Context: an optimization exercise on an open-source flow, tuned for small area, a short achievable clock period and few clock cycles per item. The choices shown serve that exercise and are no tape-out recipe. Function was checked by simulation only, so behaviour that the tests miss may differ from the original.

==> flow/design.v (excerpt) <==
module numberAnalyzer(isEven, isFibonacci, isPalindrome, stuckStateEven, stuckStateFibonacci, stuckStatePalindrome, inp, reset, go_i, clk);
Settings: LEC_CHECK=0, CAP_MARGIN=20, CORE_MARGIN=2, CORE_UTILIZATION=60, PLACE_DENSITY=0.75, SLEW_MARGIN=20; clock period 130.0 ns.
standard.sh (not shown) runs the stock make flow with config.mk's settings and CLKGATE_MAP_FILE= SYNTH_SCRIPT=/design/flow/synth_recipe.tcl, a recipe that flattens the netlist after the stock synthesis.
==> flow/flow/run.sh <==
#!/bin/bash
# Own layout flow: the standard synthesis, then the combinational logic is
# mapped again with an area-oriented ABC script (flip-flops are kept as the
# standard synthesis made them: same instances, names and cells), then the standard flow's
# standard layout from that netlist.  Each tool's output goes to a log here.
set -euo pipefail
W=$PWD
F=$W/flow
P=${FLOW_PLATFORM:-sky130hd}
R=$W/orfs/results/$P/numberAnalyzer/base
LOGS=$W/orfs/logs/$P/numberAnalyzer/base
YOSYS=${YOSYS_EXE:-$FLOW_HOME/../tools/install/yosys/bin/yosys}
[[ -x $YOSYS ]] || YOSYS=yosys

# 1. standard synthesis
bash standard.sh synth > $W/flow_synth.log 2>&1

# 2. re-map the combinational logic
cp $R/1_2_yosys.v $W/standard_1_2_yosys.v
printf 'set_driving_cell sky130_fd_sc_hd__buf_1\nset_load 5\n' > $W/remap.constr
export REMAP_IN=$W/standard_1_2_yosys.v
export REMAP_OUT=$W/remap_1_2_yosys.v
export REMAP_LIB=$FLOW_HOME/platforms/$P/lib/sky130_fd_sc_hd__tt_025C_1v80.lib
export REMAP_ABC=$F/area.abc
export REMAP_CONSTR=$W/remap.constr
export REMAP_TOP=$FLOW_TOP
export REMAP_DONTUSE="$(grep -o -- '-dont_use [^ ]*' $LOGS/1_2_yosys.log | sed 's/-dont_use //' | sort -u | tr '\n' ' ')"
$YOSYS -c $F/remap.tcl > $W/flow_remap.log 2>&1
cp $REMAP_OUT $R/1_2_yosys.v
rm -f $R/1_synth.odb $R/1_synth.sdc

# 3. standard layout from the re-mapped netlist
bash standard.sh BUFFER_PORTS_ARGS="-buffer_cell sky130_fd_sc_hd__buf_1" SETUP_SLACK_MARGIN=89 > $W/flow_layout.log 2>&1
==> flow/flow/area.abc <==
strash
&get -n
&deepsyn -J 10 -T 600
&put
dch -f
amap -m
topo
stime -c
Other scripts of this flow, unchanged in this note and not shown: flow/flow/remap.tcl
The starting point passed the timing, design-rule and antenna checks.
Testbench counts at the start, summed over its fixed seeds: cycles 4,800, items 2,400.
==> next run, changes <==
--- a/flow/flow/run.sh
+++ b/flow/flow/run.sh
@@ -31,3 +31,3 @@
 
 # 3. standard layout from the re-mapped netlist
-bash standard.sh BUFFER_PORTS_ARGS="-buffer_cell sky130_fd_sc_hd__buf_1" SETUP_SLACK_MARGIN=89 > $W/flow_layout.log 2>&1
+bash standard.sh BUFFER_PORTS_ARGS="-buffer_cell sky130_fd_sc_hd__buf_1" SETUP_SLACK_MARGIN=90 > $W/flow_layout.log 2>&1
==> flow/flow/area.abc (replaced) <==
strash
dc2
dch -f
amap -m
topo
stime -c
Effect: Core utilization shrinks by 0.31 points; non-clock buffer count fell by 1; hold slack is better by 0.11 ns; clock-buffer cell count stays the same.
==> next run, changes <==
==> flow/flow/area.abc (replaced) <==
strash
&get -n
&deepsyn -J 10 -T 600
&put
dch -f
amap -m
topo
stime -c
CTS_BUF_LIST = sky130_fd_sc_hd__clkbuf_8   (was not set)
=>
- cell area is lower by 0.31%
- synthesized area goes down by 3.3%
- die area drops by 3.2%
==> next run, changes <==
--- a/flow/flow/run.sh
+++ b/flow/flow/run.sh
@@ -31,3 +31,3 @@
 
 # 3. standard layout from the re-mapped netlist
-bash standard.sh BUFFER_PORTS_ARGS="-buffer_cell sky130_fd_sc_hd__buf_1" SETUP_SLACK_MARGIN=90 > $W/flow_layout.log 2>&1
+bash standard.sh BUFFER_PORTS_ARGS="-buffer_cell sky130_fd_sc_hd__buf_1" SETUP_SLACK_MARGIN=91.5 > $W/flow_layout.log 2>&1
==> flow/flow/area.abc (replaced) <==
strash
dc2
dch -f
amap -m
topo
stime -c
CORE_UTILIZATION = 70   (was 60)
CTS_BUF_LIST = sky130_fd_sc_hd__clkbuf_4   (was sky130_fd_sc_hd__clkbuf_8)
PLACE_DENSITY = 0.8   (was 0.75)
With this change the flow died in global routing on GRT-0232.
Area after synthesis increases by 3.4%.
Synthesized cell count increases by 7.3%.

---

== the baseline ==
numberAnalyzer, a different RTL version from the one above (not shown whole).
Size: about 1700 cells after synthesis.
clock: 130.0 ns
lec_check: 0
cap_margin: 20
core_margin: 2
core_utilization: 65
cts_buf_list: sky130_fd_sc_hd__clkbuf_8
place_density: 0.8
slew_margin: 20
==> flow/flow/run.sh <==
#!/bin/bash
# Own layout flow: the standard synthesis with an area-oriented ABC script
# (a copy of ORFS's scripts whose ABC script is flow/area.abc; every other
# synthesis step, and so every register and its name, is as standard), then the
# combinational logic is mapped once more with flow/remap.abc (flip-flops kept
# as they are: same instances, names and cells), then the standard layout
# from that netlist with 1x port buffers and a setup repair margin.  Each tool's
# output goes to a log of its own here.
set -euo pipefail
W=$PWD
F=$W/flow
P=${FLOW_PLATFORM:-sky130hd}
R=$W/orfs/results/$P/numberAnalyzer/base
LOGS=$W/orfs/logs/$P/numberAnalyzer/base
YOSYS=${YOSYS_EXE:-$FLOW_HOME/../tools/install/yosys/bin/yosys}
[[ -x $YOSYS ]] || YOSYS=yosys

# 1. standard synthesis, ABC script replaced
rm -rf $W/scripts_area
cp -r $FLOW_HOME/scripts $W/scripts_area
cp $F/area.abc $W/scripts_area/abc_speed.script
cp $F/area.abc $W/scripts_area/abc_area.script
bash standard.sh SCRIPTS_DIR=$W/scripts_area synth > $W/flow_synth.log 2>&1

# 2. re-map the combinational logic
cp $R/1_2_yosys.v $W/synth_1_2_yosys.v
printf 'set_driving_cell sky130_fd_sc_hd__buf_1\nset_load 5\n' > $W/remap.constr
export REMAP_IN=$W/synth_1_2_yosys.v
export REMAP_OUT=$W/remap_1_2_yosys.v
export REMAP_LIB=$FLOW_HOME/platforms/$P/lib/sky130_fd_sc_hd__tt_025C_1v80.lib
export REMAP_ABC=$F/remap.abc
export REMAP_CONSTR=$W/remap.constr
export REMAP_TOP=$FLOW_TOP
export REMAP_DONTUSE="$(grep -o -- '-dont_use [^ ]*' $LOGS/1_2_yosys.log | sed 's/-dont_use //' | sort -u | tr '\n' ' ')"
$YOSYS -c $F/remap.tcl > $W/flow_remap.log 2>&1
cp $REMAP_OUT $R/1_2_yosys.v
rm -f $R/1_synth.odb $R/1_synth.sdc

# 3. standard layout from the re-mapped netlist
bash standard.sh BUFFER_PORTS_ARGS="-buffer_cell sky130_fd_sc_hd__buf_1" SETUP_SLACK_MARGIN=90 > $W/flow_layout.log 2>&1
==> flow/flow/remap.abc <==
strash
&get -n
&dch -f
&if -K 4 -a
&mfs
&st
&put
dch -f
amap -m
topo
stime -c
==> flow/flow/remap.tcl <==
# Re-map the combinational logic of a synthesized netlist with an area-oriented ABC script.
# Flip-flop instances are kept as they are (same names and cell types).
# env: REMAP_IN, REMAP_OUT, REMAP_LIB, REMAP_ABC (script), REMAP_DONTUSE (list), REMAP_TOP
yosys -import
set lib $::env(REMAP_LIB)
read_liberty -ignore_miss_func $lib
# sequential cells stay as instances
read_verilog -defer $::env(REMAP_IN)
hierarchy -top $::env(REMAP_TOP)
setattr -mod -set keep_hierarchy 1 {=t:$_*FF*} %m
flatten
opt_clean -purge
set du {}
foreach c $::env(REMAP_DONTUSE) { lappend du -dont_use $c }
abc -script $::env(REMAP_ABC) -liberty $lib {*}$du -constr $::env(REMAP_CONSTR)
opt_clean -purge
setundef -zero
splitnets
opt_clean -purge
# nets named after the flattened cells' pins
yosys rename -hide w:*.*
hilomap -singleton -hicell sky130_fd_sc_hd__conb_1 HI -locell sky130_fd_sc_hd__conb_1 LO
insbuf -buf sky130_fd_sc_hd__buf_4 A X
opt_clean -purge
select -module $::env(REMAP_TOP)
tee -o $::env(REMAP_OUT).stat stat -liberty $lib
write_verilog -noattr -nohex -nodec -selected $::env(REMAP_OUT)
Other scripts of this flow, unchanged in this note and not shown: flow/flow/area.abc
Testbench counts of the baseline, summed over its fixed seeds: cycles 4,800, items 2,400.
Setup changes, the baseline to the candidate
- CORE_UTILIZATION changed from 65 to 60
- PLACE_DENSITY changed from 0.8 to 0.75
- CTS_BUF_LIST removed (was sky130_fd_sc_hd__clkbuf_8)
-- flow/flow/run.sh --
<<< the baseline, line 4
# synthesis step, and so every register and its name, is as standard), then the
# combinational logic is mapped once more with flow/remap.abc (flip-flops kept
# as they are: same instances, names and cells), then the standard layout
>>> the candidate, line 4
# synthesis step, and so every register and its name, is as standard), then the
# combinational logic is mapped once more with the same script (flip-flops kept
# as they are: same instances, names and cells), then the standard layout
<<< the baseline, line 30
export REMAP_LIB=$FLOW_HOME/platforms/$P/lib/sky130_fd_sc_hd__tt_025C_1v80.lib
export REMAP_ABC=$F/remap.abc
export REMAP_CONSTR=$W/remap.constr
>>> the candidate, line 30
export REMAP_LIB=$FLOW_HOME/platforms/$P/lib/sky130_fd_sc_hd__tt_025C_1v80.lib
export REMAP_ABC=$F/area.abc
export REMAP_CONSTR=$W/remap.constr
<<< the baseline, line 39
# 3. standard layout from the re-mapped netlist
bash standard.sh BUFFER_PORTS_ARGS="-buffer_cell sky130_fd_sc_hd__buf_1" SETUP_SLACK_MARGIN=90 > $W/flow_layout.log 2>&1
>>> the candidate, line 39
# 3. standard layout from the re-mapped netlist
bash standard.sh BUFFER_PORTS_ARGS="-buffer_cell sky130_fd_sc_hd__buf_1" SETUP_SLACK_MARGIN=96 > $W/flow_layout.log 2>&1
removed: flow/flow/remap.abc
==> comparison <==
Number of DRC violations after detailed-routing iteration 0: higher on the candidate
Largest incremental delay on the critical path: the candidate vs the baseline down 270 ps
The final reports for the candidate and the baseline show global-route usage lower in the former.
NOTE area after synthesis the baseline->the candidate increased by a few percent
The candidate: no failed stages, no open violations at the end
The candidate against the baseline; fmax is up by a few percent.

-- re-timing with driven ports --
Ports are ideal in the flow. The routed layouts listed here were re-timed in OpenROAD.
Step 1, drivers: a clkbuf_16 drives clk and a buf_2 each remaining input, both assumed.
Step 2 adds t to the input delays and takes it off the output delays; t is the mean of the earliest and latest rising clock arrival at the registers after step 1. Input paths then give back, and output paths get back, about the clock's delay inside the block.
a / b / c = no drivers / after step 1 / after step 2; a / b = the first two.
| run | t (ns) | slack for setup (ns) | latest minus earliest clock arrival (ns) |
|---|---|---|---|
| the first run of note 1 | 0.349 | 89.379 / 89.399 / 89.051 | 0.014 / 0.015 |
| the second run of note 1 | 0.332 | 91.364 / 91.324 / 91.314 | 0.007 / 0.007 |
| the third run of note 1 | 0.366 | 89.554 / 89.573 / 89.207 | 0.022 / 0.022 |
| the baseline | 0.351 | 95.372 / 95.335 / 95.686 | 0.012 / 0.011 |
| the candidate | 0.326 | 96.460 / 96.423 / 96.481 | 0.005 / 0.005 |
After both steps every run listed still meets setup and hold. The setup slack of the third run of note 1, which loses most, moves by +0.019 ns with the drivers and by -0.347 ns with both steps.
